What follows belongs to an exercise in optimizing a design on an open flow for small area, a short achievable clock period and few clock cycles; a production flow would make more cautious choices. In this exercise RTL edits were held to simulation tests only and were not proved equivalent to the original. No activity file was given, so power comes from the tool's default toggle rates.

===== design/flow/design.v =====
module add_sub_comp #(
   parameter DATA_W = 4
)(
   input  wire [DATA_W-1:0]   oprand_A,
   input  wire [DATA_W-1:0]   oprand_B,
   input  wire                sub_sel,       
   input  wire                unsigned_sel,
   output wire [DATA_W-1:0]   result,
   output wire                less,          
   output wire                equal       
);
   wire  [DATA_W:0]  extended_A, 
                     extended_B, 
                     new_extended_B;
   assign extended_A     = unsigned_sel ? {1'b0, oprand_A} : {oprand_A[DATA_W-1], oprand_A};
   assign extended_B     = unsigned_sel ? {1'b0, oprand_B} : {oprand_B[DATA_W-1], oprand_B};
   assign new_extended_B = sub_sel      ? (~extended_B + 1'b1) : (extended_B);
   assign {less, result} = extended_A + new_extended_B;
   assign equal          = ~(less|(|result));
endmodule
module alu (
   input  wire [31:0] oprand_a,
   input  wire [31:0] oprand_b,
   input  wire [3:0]  alu_sel,
   output reg  [31:0] alu_data
);
   wire [31:0] result;
   wire        sub_sel, 
               unsigned_sel,
               less;
   assign sub_sel       = (alu_sel == 4'd2) | (alu_sel == 4'd3) | (alu_sel == 4'd4);
   assign unsigned_sel  = (alu_sel == 4'd4);
   add_sub_comp #(
      .DATA_W (32)
   ) u_add_sub_comp (
      .oprand_A      (oprand_a      ),
      .oprand_B      (oprand_b      ),
      .sub_sel       (sub_sel       ),
      .unsigned_sel  (unsigned_sel  ),
      .result        (result        ),
      .less          (less          ),
      .equal         (              )
   );
   always @(*) begin
      case(alu_sel)
         4'd1  : alu_data = result;
         4'd2  : alu_data = result;
         4'd3  : alu_data = {31'b0, less};
         4'd4 : alu_data = {31'b0, less};
         4'd5  : alu_data = oprand_a ^ oprand_b;
         4'd6   : alu_data = oprand_a | oprand_b;
         4'd7  : alu_data = oprand_a & oprand_b;
         4'd8  : alu_data = oprand_a << oprand_b[4:0];
         4'd9  : alu_data = oprand_a >> oprand_b[4:0];
         4'd10  : alu_data = oprand_a[31] ? ((oprand_a >> oprand_b[4:0]) | ~(32'hFFFF_FFFF >> oprand_b[4:0])) : (oprand_a >> oprand_b[4:0]);
         4'd11  : alu_data = oprand_b;
         default : alu_data = 32'b0;
      endcase
   end  
endmodule
module branch_cmp (
   input  wire [31:0]   a,
                        b,
   input  wire          br_unsigned,
   output wire          br_less,
                        br_equal
);
   add_sub_comp #(
      .DATA_W (32)
   ) u_add_sub_comp (
      .oprand_A      (a          ),
      .oprand_B      (b          ),
      .sub_sel       (1'b1       ),
      .unsigned_sel  (br_unsigned),
      .result        (           ),
      .less          (br_less    ),
      .equal         (br_equal   )
   );
endmodule
module control_unit (
   input  wire [31:0]   instr,
   input  wire          br_less,
                        br_equal,
   output reg           br_unsigned,
                        instr_vld,
                        mem_wr_en,
                        rd_wr_en,
                        pc_sel,
                        a_sel,
                        b_sel,
   output reg  [1:0]    wb_sel,
   output reg  [2:0]    data_mode,
   output reg  [3:0]    alu_sel
);
   wire [6:0] opcode;
   wire [2:0] funct3;
   wire [6:0] funct7;
   assign opcode = instr[6:0];
   assign funct3 = instr[14:12];
   assign funct7 = instr[31:25];
   always @(*) begin
      case (opcode)
         7'b0010011: begin
            instr_vld = 1;
            pc_sel = 0;
            rd_wr_en = 1;
            br_unsigned = 0;
            a_sel = 0;
            b_sel = 1;
            mem_wr_en = 0;
            data_mode = 3'd3;
            wb_sel = 2'd1;
            case (funct3)
               0: alu_sel = 4'd1;
               1: alu_sel = 4'd8;
               2: alu_sel = 4'd3;
               3: alu_sel = 4'd4;
               4: alu_sel = 4'd5;
               5: alu_sel = ((funct7 == 7'h20) ? 4'd10 : 4'd9);
               6: alu_sel = 4'd6;
               7: alu_sel = 4'd7;
               default: alu_sel = 0; 
            endcase
         end
         7'b0000011: begin
            instr_vld = 1;
            pc_sel = 0;
            rd_wr_en = 1;
            br_unsigned = 0;
            a_sel = 0;
            b_sel = 1;
            alu_sel = 4'd1;
            mem_wr_en = 0;
            wb_sel = 2'd2;
            case (funct3)
               0: data_mode = 3'd1;
               1: data_mode = 3'd2;
               2: data_mode = 3'd3;
               4: data_mode = 3'd4;
               5: data_mode = 3'd5;
               default: data_mode = 0;
            endcase
         end
         7'b1100111: begin
            instr_vld = 1;
            pc_sel = 1;
            rd_wr_en = 1;
            br_unsigned = 0;
            a_sel = 0;
            b_sel = 1;
            alu_sel = 4'd1;
            mem_wr_en = 0;
            wb_sel = 2'd3;
            data_mode = 0;
         end
         7'b0110011: begin
            instr_vld = 1;
            pc_sel = 0;
            rd_wr_en = 1;
            br_unsigned = 0;
            a_sel = 0;
            b_sel = 0;
            mem_wr_en = 0;
            wb_sel = 2'd1;
            data_mode = 0;
            case (funct3)
               0: alu_sel = ((funct7 == 7'h20) ? 4'd2 : 4'd1);
               1: alu_sel = 4'd8;
               2: alu_sel = 4'd3;
               3: alu_sel = 4'd4;
               4: alu_sel = 4'd5;
               5: alu_sel = ((funct7 == 7'h20) ? 4'd10 : 4'd9); 
               6: alu_sel = 4'd6;
               7: alu_sel = 4'd7;
               default: alu_sel = 0;
            endcase
         end
         7'b0100011: begin
            instr_vld = 1;
            pc_sel = 0;
            rd_wr_en = 0;
            br_unsigned = 0;
            a_sel = 0;
            b_sel = 1;
            alu_sel = 4'd1;
            mem_wr_en = 1;
            wb_sel = 0;
            case (funct3)
               0: data_mode = 3'd1;
               1: data_mode = 3'd2;
               2: data_mode = 3'd3;
               default: data_mode = 0;
            endcase
         end
         7'b1100011: begin
            instr_vld = 1;
            rd_wr_en = 0;
            a_sel = 1;
            b_sel = 1;
            alu_sel = 4'd1;
            mem_wr_en = 0;
            wb_sel = 0;
            data_mode = 0;
            case (funct3)
               0: begin
                  br_unsigned = 0;
                  pc_sel = br_equal;
               end
               1: begin
                  br_unsigned = 0;
                  pc_sel = ~br_equal;
               end
               4: begin
                  br_unsigned = 0;
                  pc_sel = br_less;
               end
               5: begin
                  br_unsigned = 0;
                  pc_sel = ~br_less;
               end
               6: begin
                  br_unsigned = 1;
                  pc_sel = br_less;
               end
               7: begin
                  br_unsigned = 1;
                  pc_sel = ~br_less;
               end
               default: begin
                  pc_sel = 0;
                  br_unsigned = 0;
               end
            endcase
         end
         7'b1101111: begin
            instr_vld = 1;
            pc_sel = 1;
            rd_wr_en = 1;
            br_unsigned = 0;
            a_sel = 1;
            b_sel = 1;
            alu_sel = 4'd1;
            mem_wr_en = 0;
            wb_sel = 2'd3;
            data_mode = 0;
         end
         7'b0110111: begin
            instr_vld = 1; 
            pc_sel = 0;
            rd_wr_en = 1;
            br_unsigned = 0;
            a_sel = 0;
            b_sel = 1;
            alu_sel = 4'd11;
            mem_wr_en = 0;
            wb_sel = 2'd1;
            data_mode = 0;
         end
         7'b0010111: begin
            instr_vld = 1;
            pc_sel = 0;
            rd_wr_en = 1;
            br_unsigned = 0;
            a_sel = 1;
            b_sel = 1;
            alu_sel = 4'd1;
            mem_wr_en = 0;
            wb_sel = 2'd1;
            data_mode = 0;
         end
         default: begin
            instr_vld = 0;
            pc_sel = 0;
            rd_wr_en = 0;
            br_unsigned = 0;
            a_sel = 0;
            b_sel = 0;
            alu_sel = 0;
            mem_wr_en = 0;
            wb_sel = 0;
            data_mode = 0;
         end
      endcase
   end
endmodule
module imm_gen (
   input  wire [31:0]   instr,
   output reg  [31:0]   imm
);
   always @(*) begin
      case(instr[6:0])
         7'b0010011, 7'b0000011, 7'b1100111: 
            imm = {{20{instr[31]}}, instr[31:20]};
         7'b0100011: 
            imm = {{20{instr[31]}}, instr[31:25], instr[11:7]};
         7'b1100011: 
            imm = {{19{instr[31]}}, instr[31], instr[7], instr[30:25], instr[11:8], 1'b0};
         7'b0110111, 7'b0010111:
            imm = {{instr[31:12]}, 12'b0};
         7'b1101111:
            imm = {{11{instr[31]}}, instr[31], instr[19:12], instr[20], instr[30:21], 1'b0};
         default: 
            imm = 32'b0;
      endcase
   end
endmodule
module reg_file (
   input  wire          clk, 
                        rst_n,
                        rd_wr_en,
   input  wire [4:0]    rs1_addr, 
                        rs2_addr, 
                        rd_addr,
   input  wire [31:0]   rd_data,
   output wire [31:0]   rs1_data, 
                        rs2_data
);
   reg [31:0] REG [0:31];
   always @(negedge clk or negedge rst_n) begin
      if (!rst_n) begin
         REG[0]   <= 32'b0;
         REG[1]   <= 32'b0;
         REG[2]   <= 32'b0;
         REG[3]   <= 32'b0;
         REG[4]   <= 32'b0;
         REG[5]   <= 32'b0;
         REG[6]   <= 32'b0;
         REG[7]   <= 32'b0;
         REG[8]   <= 32'b0;
         REG[9]   <= 32'b0;
         REG[10]  <= 32'b0;
         REG[11]  <= 32'b0;
         REG[12]  <= 32'b0;
         REG[13]  <= 32'b0;
         REG[14]  <= 32'b0;
         REG[15]  <= 32'b0;
         REG[16]  <= 32'b0;
         REG[17]  <= 32'b0;
         REG[18]  <= 32'b0;
         REG[19]  <= 32'b0;
         REG[20]  <= 32'b0;
         REG[21]  <= 32'b0;
         REG[22]  <= 32'b0;
         REG[23]  <= 32'b0;
         REG[24]  <= 32'b0;
         REG[25]  <= 32'b0;
         REG[26]  <= 32'b0;
         REG[27]  <= 32'b0;
         REG[28]  <= 32'b0;
         REG[29]  <= 32'b0;
         REG[30]  <= 32'b0;
         REG[31]  <= 32'b0; 
      end
      else begin 
         if (rd_wr_en && rd_addr != 0) begin
            REG[rd_addr] <= rd_data;
         end
      end
   end
   assign rs1_data = REG[rs1_addr];            
   assign rs2_data = REG[rs2_addr];
endmodule
module lsu (
   input  wire          w_en,
   input  wire [31:0]   w_data,
   output reg  [31:0]   r_data,
   input  wire [31:0]   addr,
   input  wire [2:0]    data_mode,      
   output wire          dmem_we,
   output reg  [3:0]    dmem_wstrb,
   output wire [31:0]   dmem_addr,
   output wire [31:0]   dmem_wdata,
   input  wire [31:0]   dmem_rdata
); 
   assign dmem_we    = w_en;
   assign dmem_addr  = addr;
   assign dmem_wdata = w_data;
   always @(*) begin
      case (data_mode)
         3'd1: dmem_wstrb = 4'b0001;
         3'd2: dmem_wstrb = 4'b0011;
         3'd3: dmem_wstrb = 4'b1111;
         default: dmem_wstrb = 4'b0000;
      endcase
   end
   always @(*) begin
      case (data_mode)
         3'd1: r_data = {{24{dmem_rdata[7]}}, dmem_rdata[7:0]};
         3'd2: r_data = {{16{dmem_rdata[15]}}, dmem_rdata[15:0]};
         3'd3: r_data = dmem_rdata;
         3'd4: r_data = {24'b0, dmem_rdata[7:0]};
         3'd5: r_data = {16'b0, dmem_rdata[15:0]};
         default: r_data = 32'b0;
      endcase
   end
endmodule
module F_reg (
   input  wire          clk,
                        rst_n,
                        stallF,
   input  wire [31:0]   nxt_pc,
   output reg  [31:0]   pcF
);
   always @(posedge clk or negedge rst_n) begin
      if (~rst_n) begin
         pcF <= 0;
      end
      else begin
         if (~stallF) begin
            pcF <= nxt_pc;
         end
         else begin
            pcF <= pcF;
         end
      end
   end
endmodule
module D_reg (
   input  wire          clk,
                        rst_n,
   input  wire          stallD, flushD,
   input  wire [31:0]   pcF, instrF, pc4F,
   output reg  [31:0]   pcD, instrD, pc4D
);
   always @(posedge clk or negedge rst_n) begin
      if (~rst_n) begin
         pcD <= 0;
         instrD <= 0;
         pc4D <= 0;
      end
      else begin
         if (flushD) begin
            pcD <= 0;
            instrD <= 0;
            pc4D <= 0;
         end
         else begin
            if (~stallD) begin
               pcD <= pcF;
               instrD <= instrF;
               pc4D <= pc4F;
            end
            else begin
               pcD <= pcD;
               instrD <= instrD;
               pc4D <= pc4D;               
            end
         end
      end
   end
endmodule
module E_reg (
   input  wire          clk,
                        rst_n,
   input  wire          flushE,
   input  wire          rd_wr_enD,
   input  wire [1:0]    wb_selD,
   input  wire          mem_wr_enD,
   input  wire [2:0]    data_modeD,
   input  wire [3:0]    alu_selD,
   input  wire          b_selD, a_selD,
                        br_unsignedD,
   input  wire [31:0]   instrD,
                        pcD,
                        rs1_dataD, rs2_dataD,
                        immD,
                        pc4D,
   input  wire [4:0]    rs1_addrD, rs2_addrD, rd_addrD,
   output reg           rd_wr_enE,
   output reg  [1:0]    wb_selE,
   output reg           mem_wr_enE,
   output reg  [2:0]    data_modeE,
   output reg  [3:0]    alu_selE,
   output reg           b_selE, a_selE,
                        br_unsignedE,
   output reg  [31:0]   instrE,
                        pcE,
                        rs1_dataE, rs2_dataE,
                        immE,
                        pc4E,
   output reg  [4:0]    rs1_addrE, rs2_addrE, rd_addrE
);
   always @(posedge clk or negedge rst_n) begin
      if (~rst_n) begin
         rd_wr_enE <= 0;
         wb_selE <= 0;
         mem_wr_enE <= 0;
         data_modeE <= 0;
         alu_selE <= 0;
         b_selE <= 0;
         a_selE <= 0;
         br_unsignedE <= 0;
         instrE <= 0;
         pcE <= 0;
         rs1_dataE <= 0; 
         rs2_dataE <= 0;
         immE <= 0;
         pc4E <= 0;
         rs1_addrE <= 0; 
         rs2_addrE <= 0;
         rd_addrE <= 0;
      end
      else begin
         if (flushE) begin
            rd_wr_enE <= 0;
            wb_selE <= 0;
            mem_wr_enE <= 0;
            data_modeE <= 0;
            alu_selE <= 0;
            b_selE <= 0;
            a_selE <= 0;
            br_unsignedE <= 0;
            instrE <= 0;
            pcE <= 0;
            rs1_dataE <= 0; 
            rs2_dataE <= 0;
            immE <= 0;
            pc4E <= 0;
            rs1_addrE <= 0; 
            rs2_addrE <= 0;
            rd_addrE <= 0;            
         end
         else begin
            rd_wr_enE <= rd_wr_enD;
            wb_selE <= wb_selD;
            mem_wr_enE <= mem_wr_enD;
            data_modeE <= data_modeD;
            alu_selE <= alu_selD;
            b_selE <= b_selD;
            a_selE <= a_selD;
            br_unsignedE <= br_unsignedD;
            instrE <= instrD;
            pcE <= pcD;
            rs1_dataE <= rs1_dataD; 
            rs2_dataE <= rs2_dataD;
            immE <= immD;
            pc4E <= pc4D;
            rs1_addrE <= rs1_addrD; 
            rs2_addrE <= rs2_addrD;
            rd_addrE <= rd_addrD;
         end
      end
   end
endmodule
module M_reg (
   input  wire          clk,
                        rst_n,
   input  wire          rd_wr_enE,
   input  wire [1:0]    wb_selE,
   input  wire          mem_wr_enE,
   input  wire [2:0]    data_modeE,
   input  wire [31:0]   alu_dataE,
                        FW_bE,
                        pc4E,
   input  wire [4:0]    rd_addrE,  
   output reg           rd_wr_enM,
   output reg  [1:0]    wb_selM,
   output reg           mem_wr_enM,
   output reg  [2:0]    data_modeM,
   output reg  [31:0]   alu_dataM,
                        FW_bM,
                        pc4M,
   output reg  [4:0]    rd_addrM
);
   always @(posedge clk or negedge rst_n) begin
      if (~rst_n) begin
         rd_wr_enM <= 0;
         wb_selM <= 0;
         mem_wr_enM <= 0;
         data_modeM <= 0;
         alu_dataM <= 0;
         FW_bM <= 0;
         pc4M <= 0;
         rd_addrM <= 0;
      end
      else begin
         rd_wr_enM <= rd_wr_enE;
         wb_selM <= wb_selE;
         mem_wr_enM <= mem_wr_enE;
         data_modeM <= data_modeE;
         alu_dataM <= alu_dataE;
         FW_bM <= FW_bE;
         pc4M <= pc4E;
         rd_addrM <= rd_addrE;       
      end
   end
endmodule
module W_reg (
   input  wire          clk,
                        rst_n,
   input  wire          rd_wr_enM,
   input  wire [1:0]    wb_selM,
   input  wire [31:0]   alu_dataM,
                        lsu_dataM,
                        pc4M,
   input  wire [4:0]    rd_addrM,
   output reg           rd_wr_enW,
   output reg  [1:0]    wb_selW,
   output reg  [31:0]   alu_dataW,
                        lsu_dataW,
                        pc4W,
   output reg  [4:0]    rd_addrW                      
);
   always @(posedge clk or negedge rst_n) begin
      if (~rst_n) begin
         rd_wr_enW <= 0;
         wb_selW <= 0;
         alu_dataW <= 0;
         lsu_dataW <= 0;
         pc4W <= 0;
         rd_addrW <= 0;
      end
      else begin
         rd_wr_enW <= rd_wr_enM;
         wb_selW <= wb_selM;
         alu_dataW <= alu_dataM;
         lsu_dataW <= lsu_dataM;
         pc4W <= pc4M;
         rd_addrW <= rd_addrM;
      end
   end
endmodule
module hazard_unit (
   input  wire [4:0] rs1_addrD, rs1_addrE,
                     rs2_addrD, rs2_addrE,
                     rd_addrE, rd_addrM, rd_addrW,
   input  wire       rd_wr_enM, rd_wr_enW,
                     br_selE, 
   input  wire [1:0] wb_selE,
   output reg        stallF, stallD,
                     flushD, flushE,
   output reg  [1:0] fwa_sel, fwb_sel
);
   wire lw_detect;
   always @(*) begin
      if (rs1_addrE != 5'b0) begin
         if ((rs1_addrE == rd_addrM) && rd_wr_enM) begin
            fwa_sel = 1;
         end
         else begin
            if ((rs1_addrE == rd_addrW) && rd_wr_enW) begin
               fwa_sel = 2;
            end
            else begin
               fwa_sel = 0;
            end
         end
      end
      else begin
         fwa_sel = 0;
      end   
   end
   always @(*) begin
      if (rs2_addrE != 5'b0) begin
         if ((rs2_addrE == rd_addrM) && rd_wr_enM) begin
            fwb_sel = 1;
         end
         else begin
            if ((rs2_addrE == rd_addrW) && rd_wr_enW) begin
               fwb_sel = 2;
            end
            else begin
               fwb_sel = 0;
            end
         end
      end
      else begin
         fwb_sel = 0;
      end   
   end
   assign lw_detect = (wb_selE == 2'd2) && ((rd_addrE == rs1_addrD)||(rd_addrE == rs2_addrD));
   always @(*) begin
      stallF = lw_detect;
      stallD = lw_detect; 
   end
   always @(*) begin
      flushD = 1'b0;
      flushE = lw_detect;
   end
endmodule   
module branch_sel (
   input  wire          br_lessE,
                        br_equalE,
   input  wire [31:0]   instrE,
   output reg           br_selE
);
   wire [6:0] opcode;
   wire [2:0] funct3;
   wire [6:0] funct7;
   assign opcode = instrE[6:0];
   assign funct3 = instrE[14:12];
   assign funct7 = instrE[31:25];
   always @(*) begin
      case (opcode)
         7'b1100111: begin
            br_selE = 1;
         end
         7'b1101111: begin
            br_selE = 1;
         end
         7'b1100011: begin
            case (funct3) 
               0: br_selE = br_equalE;
               1: br_selE = ~br_equalE;
               4: br_selE = br_lessE;
               5: br_selE = ~br_lessE;
               6: br_selE = br_lessE;
               7: br_selE = ~br_lessE;
               default: br_selE = 0;
            endcase
         end
         default: br_selE = 0;
      endcase
   end
endmodule
module two_bit_predictor (
   input  wire clk,
               rst_n,
               is_branch,
               prev_taken,
   output reg  predict_taken
);
   localparam STRONG_TAKEN = 2'b00;
   localparam WEAK_TAKEN   = 2'b01;
   localparam STRONG_NOT_TAKEN = 2'b10;
   localparam WEAK_NOT_TAKEN = 2'b11;
   reg [1:0] state, next_state;
   always @(*) begin
      case (state)
         STRONG_TAKEN:     next_state = prev_taken ? STRONG_TAKEN : WEAK_TAKEN;
         WEAK_TAKEN:       next_state = prev_taken ? STRONG_TAKEN : WEAK_NOT_TAKEN;
         WEAK_NOT_TAKEN:   next_state = prev_taken ? WEAK_TAKEN : STRONG_NOT_TAKEN;
         STRONG_NOT_TAKEN: next_state = prev_taken ? WEAK_NOT_TAKEN : STRONG_NOT_TAKEN;
         default: next_state = STRONG_NOT_TAKEN;
      endcase
   end
   always @(posedge clk or negedge rst_n) begin
      if (~rst_n) begin
         state <= STRONG_NOT_TAKEN;
      end
      else begin
         if (is_branch) begin
            state <= next_state;
         end
      end
   end
   always @(*) begin
      if (is_branch) begin
         case (state)
         STRONG_TAKEN:     predict_taken = 1;
         WEAK_TAKEN:       predict_taken = 1;
         WEAK_NOT_TAKEN:   predict_taken = 0;
         STRONG_NOT_TAKEN: predict_taken = 0;
         default:          predict_taken = 0;
         endcase      
      end
      else begin
         predict_taken = 0;
      end
   end
endmodule
module btb (
   input  wire          clk,
                        rst_n,
   input  wire [2:0]    r_addr, w_addr,         
   input  wire          w_en,
   input  wire [31:0]   pc_target_i,
   input  wire [26:0]   tag_i,                  
   output wire [31:0]   pc_target_o,
   output wire [26:0]   tag_o,
   output wire          vld_o
);
   reg        vld   [0:7];
   reg [56:0] cache [0:7];
   integer i;
   always @(posedge clk or negedge rst_n) begin
      if (~rst_n) begin
         for (i = 0; i < 8; i = i + 1) begin
            vld[i] <= 0;                
         end
      end
      else begin
         if (w_en) begin
            vld[w_addr] <= 1'b1;
         end      
      end
   end   
   always @(posedge clk) begin
      if (w_en) begin
         cache[w_addr] <= {tag_i, pc_target_i[31:2]};
      end
   end
   assign vld_o = vld[r_addr];
   assign {tag_o, pc_target_o[31:2]} = cache[r_addr];
   assign pc_target_o[1:0] = 2'b00;
endmodule
module branch_predictor (
   input  wire          clk,
                        rst_n,
   input  wire [31:0]   pcF, pc4F, pcD, pcE, pc4E,
                        alu_dataE,
   input  wire [31:0]   instrF, instrE,
   input  wire          br_selE,
   output wire [31:0]   nxt_pc,
   output               br_flush
);
   wire [6:0]  opcodeE, opcodeF;
   wire [2:0]  funct3E, funct3F;
   wire [6:0]  funct7E, funct7F;
   wire        is_branchF, is_branchE,
               predict_taken,
               vld_o;
   wire [31:0] pc_target_o,
               expected_pc,
               nxt_pc_tmp;
   wire [26:0] tag_o;
   assign opcodeE = instrE[6:0];
   assign funct3E = instrE[14:12];
   assign funct7E = instrE[31:25];
   assign opcodeF = instrF[6:0];
   assign funct3F = instrF[14:12];
   assign funct7F = instrF[31:25];
   assign is_branchE = (opcodeE == 7'b1100111) || (opcodeE == 7'b1101111) || (opcodeE == 7'b1100011);
   assign is_branchF = (opcodeF == 7'b1100111) || (opcodeF == 7'b1101111) || (opcodeF == 7'b1100011);
   assign expected_pc = br_selE ? alu_dataE : pc4E;
   assign br_flush = is_branchE && (pcD != expected_pc);
   assign nxt_pc_tmp = ((pcF[31:5] == tag_o) && vld_o && predict_taken && is_branchF) ? pc_target_o : pc4F;
   assign nxt_pc   = br_flush ? expected_pc : nxt_pc_tmp;
      two_bit_predictor u_two_bit_predictor (
         .clk           (clk),
         .rst_n         (rst_n),
         .is_branch     (is_branchE),
         .prev_taken    (br_selE),
         .predict_taken (predict_taken)
      );
   btb u_btb (
      .clk        (clk),
      .rst_n      (rst_n),
      .r_addr     (pcF[4:2]),
      .w_addr     (pcE[4:2]),
      .w_en       (is_branchE),
      .pc_target_i(alu_dataE),
      .tag_i      (pcE[31:5]),
      .pc_target_o(pc_target_o),
      .tag_o      (tag_o),
      .vld_o      (vld_o)
   );
endmodule
module pipelined_ver2 (
   input  wire          clk,
                        rst_n,
   output wire [31:0]   imem_addr,
   input  wire [31:0]   imem_rdata,
   output wire          dmem_we,
   output wire [3:0]    dmem_wstrb,
   output wire [31:0]   dmem_addr,
   output wire [31:0]   dmem_wdata,
   input  wire [31:0]   dmem_rdata
);
   wire        instr_vld_tmp,
               br_selE, 
               stallF, stallD,
               flushD, flushE,
               br_unsignedD, br_unsignedE,
               mem_wr_enD, mem_wr_enE, mem_wr_enM,
               rd_wr_enD, rd_wr_enE, rd_wr_enM, rd_wr_enW,
               a_selD, a_selE,
               b_selD, b_selE,
               br_lessE, br_equalE;
   wire [1:0]  wb_selD, wb_selE, wb_selM, wb_selW,
               fwa_sel, fwb_sel;
   wire [2:0]  data_modeD, data_modeE, data_modeM;
   wire [3:0]  alu_selD, alu_selE;
   wire [4:0]  rs1_addrD, rs1_addrE,
               rs2_addrD, rs2_addrE,
               rd_addrD, rd_addrE, rd_addrM, rd_addrW;
   wire [31:0] nxt_pc,
               pcF, pcD, pcE,
               pc4F, pc4D, pc4E, pc4M, pc4W,
               alu_dataE, alu_dataM, alu_dataW,
               instrF, instrD, instrE,
               rs1_dataD, rs1_dataE,
               rs2_dataD, rs2_dataE,
               immD, immE,
               FW_bM,
               oprand_aE,
               oprand_bE,
               lsu_dataM, lsu_dataW;
	reg [31:0] 	FW_aE, FW_bE,
	            wb_data;
   assign rs1_addrD = instrD[19:15];
   assign rs2_addrD = instrD[24:20];
   assign rd_addrD = instrD[11:7];
   wire br_flush;
   branch_predictor u_branch_predictor (
      .clk(clk),
      .rst_n(rst_n),
      .pcF(pcF),
      .pc4F(pc4F),
      .pcD(pcD),
      .pcE(pcE),
      .pc4E(pc4E),
      .alu_dataE(alu_dataE),
      .instrF(instrF),
      .instrE(instrE),
      .br_selE(br_selE),
      .nxt_pc(nxt_pc),
      .br_flush(br_flush)
   );
   assign pc4F = pcF + 4;
   F_reg u_F_reg (
      .clk     (clk     ),
      .rst_n   (rst_n   ),
      .stallF  (stallF  ),
      .nxt_pc  (nxt_pc  ),
      .pcF     (pcF     )
   );
   assign imem_addr = pcF;
   assign instrF    = imem_rdata;
   D_reg u_D_reg (
      .clk     (clk     ),
      .rst_n   (rst_n   ),
      .stallD  (stallD  ),
      .flushD  (flushD || br_flush),
      .pcF     (pcF     ),
      .instrF  (instrF  ),
      .pc4F    (pc4F    ),
      .pcD     (pcD     ),
      .instrD  (instrD  ),
      .pc4D    (pc4D    )
   );
   control_unit u_control_unit (
      .instr      (instrD        ),
      .br_less    (1'b0          ),
      .br_equal   (1'b0          ),
      .br_unsigned(br_unsignedD  ),
      .instr_vld  (instr_vld_tmp ),
      .mem_wr_en  (mem_wr_enD    ),
      .rd_wr_en   (rd_wr_enD     ),
      .pc_sel     (              ),
      .a_sel      (a_selD        ),
      .b_sel      (b_selD        ),
      .wb_sel     (wb_selD       ),
      .data_mode  (data_modeD    ),
      .alu_sel    (alu_selD      )
   );
   reg_file u_reg_file (
      .clk     (clk        ),
      .rst_n   (rst_n      ),
      .rd_wr_en(rd_wr_enW  ),
      .rs1_addr(rs1_addrD  ),
      .rs2_addr(rs2_addrD  ),
      .rd_addr (rd_addrW   ),
      .rs1_data(rs1_dataD  ),
      .rs2_data(rs2_dataD  ),
      .rd_data (wb_data    )
   );
   imm_gen u_imm_gen (
      .instr(instrD  ),
      .imm  (immD    )
   );
   E_reg u_E_reg (
      .clk           (clk           ),
      .rst_n         (rst_n         ),
      .flushE        (flushE || br_flush),
      .rd_wr_enD     (rd_wr_enD     ),
      .wb_selD       (wb_selD       ),
      .mem_wr_enD    (mem_wr_enD    ),
      .data_modeD    (data_modeD    ),
      .alu_selD      (alu_selD      ),
      .b_selD        (b_selD        ),
      .a_selD        (a_selD        ),
      .br_unsignedD  (br_unsignedD  ),
      .instrD        (instrD        ),
      .pcD           (pcD           ),
      .rs1_dataD     (rs1_dataD     ),
      .rs2_dataD     (rs2_dataD     ),
      .immD          (immD          ),
      .pc4D          (pc4D          ),
      .rs1_addrD     (rs1_addrD     ),
      .rs2_addrD     (rs2_addrD     ),
      .rd_addrD      (rd_addrD      ),
      .rd_wr_enE     (rd_wr_enE     ),
      .wb_selE       (wb_selE       ),
      .mem_wr_enE    (mem_wr_enE    ),
      .data_modeE    (data_modeE    ),
      .alu_selE      (alu_selE      ),
      .b_selE        (b_selE        ),
      .a_selE        (a_selE        ),
      .br_unsignedE  (br_unsignedE  ),
      .instrE        (instrE        ),
      .pcE           (pcE           ),
      .rs1_dataE     (rs1_dataE     ),
      .rs2_dataE     (rs2_dataE     ),
      .immE          (immE          ),
      .pc4E          (pc4E          ),
      .rs1_addrE     (rs1_addrE     ),
      .rs2_addrE     (rs2_addrE     ),
      .rd_addrE      (rd_addrE      )
   );
   wire [31:0] fw_dataM = (wb_selM == 2'd3) ? pc4M : alu_dataM;
   always @(*) begin
      case (fwa_sel)
         0: FW_aE = rs1_dataE;
         1: FW_aE = fw_dataM;
         2: FW_aE = wb_data;
         default: FW_aE = 0;
      endcase
   end
   always @(*) begin
      case (fwb_sel)
         0: FW_bE = rs2_dataE;
         1: FW_bE = fw_dataM;
         2: FW_bE = wb_data;
         default: FW_bE = 0;
      endcase
   end
   assign oprand_aE = a_selE ? pcE : FW_aE;
   assign oprand_bE = b_selE ? immE : FW_bE;
   alu u_alu (
      .oprand_a(oprand_aE  ),
      .oprand_b(oprand_bE  ),
      .alu_sel (alu_selE   ),
      .alu_data(alu_dataE  )
   );
   branch_cmp u_branch_cmp (
      .a          (FW_aE         ),
      .b          (FW_bE         ),
      .br_unsigned(br_unsignedE  ),
      .br_less    (br_lessE      ),
      .br_equal   (br_equalE     )
   );
   branch_sel u_branch_sel (
      .br_lessE   (br_lessE   ),
      .br_equalE  (br_equalE  ),
      .instrE     (instrE     ),
      .br_selE    (br_selE    )
   );
   M_reg u_M_reg (
      .clk        (clk        ),
      .rst_n      (rst_n      ),
      .rd_wr_enE  (rd_wr_enE  ),
      .wb_selE    (wb_selE    ),
      .mem_wr_enE (mem_wr_enE ),
      .data_modeE (data_modeE ),
      .alu_dataE  (alu_dataE  ),
      .FW_bE      (FW_bE      ),
      .pc4E       (pc4E       ),
      .rd_addrE   (rd_addrE   ),
      .rd_wr_enM  (rd_wr_enM  ),
      .wb_selM    (wb_selM    ),
      .mem_wr_enM (mem_wr_enM ),
      .data_modeM (data_modeM ),
      .alu_dataM  (alu_dataM  ),
      .FW_bM      (FW_bM      ),
      .pc4M       (pc4M       ),
      .rd_addrM   (rd_addrM   )
   );
   lsu u_lsu (
      .w_en       (mem_wr_enM       ),
      .w_data     (FW_bM            ),
      .r_data     (lsu_dataM        ),
      .addr       (alu_dataM        ),
      .data_mode  (data_modeM       ),
      .dmem_we    (dmem_we          ),
      .dmem_wstrb (dmem_wstrb       ),
      .dmem_addr  (dmem_addr        ),
      .dmem_wdata (dmem_wdata       ),
      .dmem_rdata (dmem_rdata       )
   );
   W_reg u_W_reg (
      .clk        (clk        ),
      .rst_n      (rst_n      ),
      .rd_wr_enM  (rd_wr_enM  ),
      .wb_selM    (wb_selM    ),
      .alu_dataM  (alu_dataM  ),
      .lsu_dataM  (lsu_dataM  ),
      .pc4M       (pc4M       ),
      .rd_addrM   (rd_addrM   ),
      .rd_wr_enW  (rd_wr_enW  ),
      .wb_selW    (wb_selW    ),
      .alu_dataW  (alu_dataW  ),
      .lsu_dataW   (lsu_dataW  ),
      .pc4W       (pc4W       ),
      .rd_addrW   (rd_addrW   )
   );
   always @(*) begin
      case (wb_selW)
         2'd1: wb_data = alu_dataW;
         2'd2: wb_data = lsu_dataW;
         2'd3: wb_data = pc4W;
         default: wb_data = 0;
      endcase
   end
   hazard_unit u_hazard_unit (
      .rs1_addrD  (rs1_addrD  ),
      .rs2_addrD  (rs2_addrD  ),
      .rs1_addrE  (rs1_addrE  ),
      .rs2_addrE  (rs2_addrE  ),
      .rd_addrE   (rd_addrE   ),
      .rd_addrM   (rd_addrM   ),
      .rd_addrW   (rd_addrW   ),
      .rd_wr_enM  (rd_wr_enM  ),
      .rd_wr_enW  (rd_wr_enW  ),
      .br_selE    (br_selE    ),
      .wb_selE    (wb_selE    ),
      .stallF     (stallF     ),
      .stallD     (stallD     ),
      .flushD     (flushD     ),
      .flushE     (flushE     ),
      .fwa_sel    (fwa_sel    ),
      .fwb_sel    (fwb_sel    )
   );
endmodule

===== design/flow/run.sh =====
#!/bin/bash
# synth_recipe.tcl (not shown) runs the flow's synth.tcl, then flattens the netlist and writes it again
# the make line also repeats each setting of config.mk as NAME=value (left out here)
make -C /OpenROAD-flow-scripts/flow DESIGN_CONFIG=/design/flow/config.mk WORK_HOME=/design/flow/orfs CLKGATE_MAP_FILE= SYNTH_SCRIPT=/design/flow/synth_recipe.tcl finish

===== design/flow/config.mk =====
export PLATFORM = sky130hd
export DESIGN_NAME = pipelined_ver2
export DESIGN_NICKNAME = pipelined_ver2
export VERILOG_FILES = /design/flow/design.v
export SDC_FILE = /design/flow/constraint.sdc
export NUM_CORES = 4
export LEC_CHECK = 0
export CAP_MARGIN = 20
export CORE_MARGIN = 2
export CORE_UTILIZATION = 40
export SLEW_MARGIN = 20

===== design/flow/constraint.sdc =====
create_clock -name core_clock -period 20.0 [get_ports {clk}]
set_input_delay 4.0000 -clock core_clock [delete_from_list [all_inputs] [get_ports {clk}]]
set_output_delay 4.0000 -clock core_clock [all_outputs]
set_load 0.01 [all_outputs]

==> results.txt <==
## report_power, final
part	internal, uW	switching, uW
logic	793	1270
registers	4570	472
clock network	2370	1790
total	7730	3530
## metrics by stage
step           setup WS (ns)  utilization (%)  total power (uW)  hold slack (ns)  std cells
5_1_grt                 5.15             45.6             11600            0.359      13000
3_5_place_dp            4.53             42.6              7110            0.335      12600
3_3_place_gp            4.58             42.6              7090            0.340      12600
2_1_floorplan           6.30                -              6120            0.331       9595
4_1_cts                 5.34             45.6             11200            0.338      13000
6_report                5.32             45.6             11300            0.341      13000
## final cells by class
class / instances / area [sq um] / share of cell area (%)
clock buffers: 303 / 6120 / 5.41
inverters: 165 / 622 / 0.549
multi-input cells: 6550 / 43500 / 38.4
flip-flops and latches: 2025 / 53000 / 46.8
diodes: 43 / 108 / 0.0951
repair buffers: 514 / 4440 / 3.92
well taps: 3330 / 4170 / 3.68
clock inverters: 88 / 1250 / 1.11
## kinds of logic after synthesis
group | Yosys count
AO/OA/AOI/OAI | 3140
AND/OR/NAND/NOR | 2673
flip-flops | 2025
buffers and inverters | 1020
multiplexers | 430
XOR/XNOR | 167
adder cells (fa/ha/maj) | 140
## synthesized netlist by cell type, types with 112 or more instances
| cell type | number | area [sq um] |
|---|---|---|
| clkbuf_1 | 698 | 2620 |
| mux2i_1 | 251 | 2510 |
| a22oi_1 | 393 | 2950 |
| nand3_1 | 167 | 836 |
| a22o_1 | 326 | 2860 |
| edfxtp_1 | 456 | 13700 |
| mux4_2 | 115 | 2590 |
| nor2_1 | 979 | 3670 |
| inv_1 | 146 | 548 |
| a221oi_1 | 358 | 3140 |
| nand2_1 | 869 | 3260 |
| dfrtp_1 | 544 | 13600 |
| nand4_1 | 161 | 1010 |
| dfrtn_1 | 1024 | 25600 |
| ha_1 | 138 | 1730 |
| o21ai_0 | 581 | 2910 |
| xnor2_1 | 112 | 981 |
| a21oi_1 | 824 | 4120 |
## worst paths after layout
| kind | start | to |
|---|---|---|
| max | rst_n | u_reg_file.REG[7][17] |
| min | u_M_reg.pc4M[14] | u_W_reg.pc4W[14] |
| max reg2reg | u_W_reg.rd_addrW[1] | u_reg_file.REG[30][24] |
| min reg2reg | u_M_reg.pc4M[14] | u_W_reg.pc4W[14] |
| max in group core_clock | u_W_reg.rd_addrW[1] | u_reg_file.REG[30][24] |
| min in group asynchronous | rst_n | u_E_reg.rs2_dataE[3] |
## layout by cell type (no fill, tap or decap), drive strengths merged, types with 253 or more instances in the layout
cell type | Yosys | routed
o21ai | 594 | 594
dfrtp | 544 | 544
mux2i | 253 | 253
a21oi | 827 | 827
nor2 | 981 | 981
clkbuf | 698 | 303
edfxtp | 456 | 456
nand2 | 870 | 870
dfrtn | 1024 | 1024
buf | 157 | 349
a221oi | 358 | 358
a22oi | 393 | 393
a22o | 326 | 326
## sequential cells by signal (all words and copies together) (netlist names), 8 cells and up, named ones only
name,flops
u_E_reg.pcE,32
u_reg_file.REG,1024
u_branch_predictor.u_btb.vld,8
u_F_reg.pcF,32
u_M_reg.pc4M,32
u_branch_predictor.u_btb.cache,456
u_E_reg.rs1_dataE,32
u_M_reg.alu_dataM,32
u_M_reg.FW_bM,32
u_W_reg.lsu_dataW,32
u_E_reg.rs2_dataE,32
u_D_reg.instrD,32
u_W_reg.alu_dataW,32
u_D_reg.pc4D,32
u_E_reg.instrE,15
u_E_reg.immE,32
u_E_reg.pc4E,30
u_W_reg.pc4W,32
u_D_reg.pcD,30
## metal layers
layer	vias to the layer above	wire length, um	GRT usage, %
li1	35600	-	-
met1	44800	180000	48.2
met2	7755	205000	54.5
met3	2421	66500	13.7
met4	28	42800	25.9
met5	-	389	0.533
## worst reg2reg max path, stage by stage (launching register included)
cell and delay, ns:
dfrtp_1 0.65, nor2b_1 0.57, nand3_1 0.38, nor2_4 0.77, buf_4 0.76, a21oi_1 0.23
==> flow_summary.toml <==
[placement]
dpl-instance-area_sq_um = 106000
hpwl_um = 318000
gp_congestion = 1.02
numPortBuffers = 166

[critical_path]
cp_num_cells = 2
start_kind = "primary input"
end_kind = "async pin"
reg2reg_depth = 5
path_cells = "buf_16, buf_4"
arrival_ns = 5.54
criticalPathCategory = "in2async"
path_delay_family = "buffers and inverters"
cp_slowest_cell = "buf_4"
cp_slowest_stage_delay_ns = 0.84
path_max_fanout = 127
cp.required_ns = 10.86
ff2ff_setup_slack_ns = 6.33
worst-path-buf-inv = 2

[detailed_routing]
drc_errors = 0
vias_per_cell = 6.96
drt_wl_total_um = 495000
routedWlPerCell_um = 38.0
detail-route-antenna-nets = 0
drtIter0Drc = 16700
vias = 90600
first_pass_iters = 8

[die]
die-area_sq_um = 253000
die_w_um = 503
die_y_um = 503
core_area_sq_um = 248000
num_rows = 183
start_util_pct = 40.1
num_io_pins = 167

[clock_network]
cts.clk_slew.worst_paths_ns = 0.06
cts_setup_buffers = 0
cts.root.buffer_cell = "clkbuf_16"
cts_made_buffers = 211
cts_max_level = 4
cts_sinks = 2025
cts_tree = "yes"
max-clock-path-buffers = 3
postCtsHoldBufs = 0
clock_insertion_delay_worst_skew_ns = 0.92
cts-resized-gates = 0

[synth]
synth_top_family_by_area = "compound AO/OA/AOI/OAI gates"
synth_cells = 9595
yosysWarnings = 17
synth_compound_area_share_pct = 21.5
synth_cell_type_count = 112
synth-adder-area-share_pct = 1.78
async_flop_share_pct = 77.5
synth.ff_latch_count = 2025
synth_xor_area_share_pct = 1.48
synth_edf_count = 456
synth_top_flop_cell = "dfrtn_1"
synth_nets = 9801
muxShareOfSynthArea_pct = 5.86
synth_seq_area_share_pct = 53.2
synth_area_per_cell_sq_um = 10.4
syn_area_sq_um = 99500
yosys.area_share.simple_pct = 12.1

[global_routing]
grt_pass1_wl_um = 677000
grtUsageTotal_pct = 38.1
grt_max_degree = 177
grt_overflow_total = 0
antenna_found_initial = 50
grt_pass1_vias = 84300

[final_layout]
synthToLayoutAreaGrowth_pct = 13.8
drive_gt1_share_pct = 11.7
fillers = 23000
nets = 9673
fin_area_sq_um = 113000

[sta]
setup_viol = 0
skew_ns = 0.163
finalSetupTns_ns = 0
finalHoldViolations = 0
slew_headroom_pct = 11.3
worstMarginPinSlew_ns = 1.33
maxSlewViolCount = 0
rsz0062_at_grt = "false"

[run]
cap_violations = 0

[power_and_ir_drop]
power.density_nw_per_um2 = 99.5
peakVddDrop_mv = 0.120
leakagePower_uw = 0.0469

[hold_path]
holdPathStages = 0
worst_hold_path_type = "reg2reg"

[run_status]
status = "no timing/DRC/antenna violations"
Testbench counts, summed over its fixed seeds: cycles 193,428.
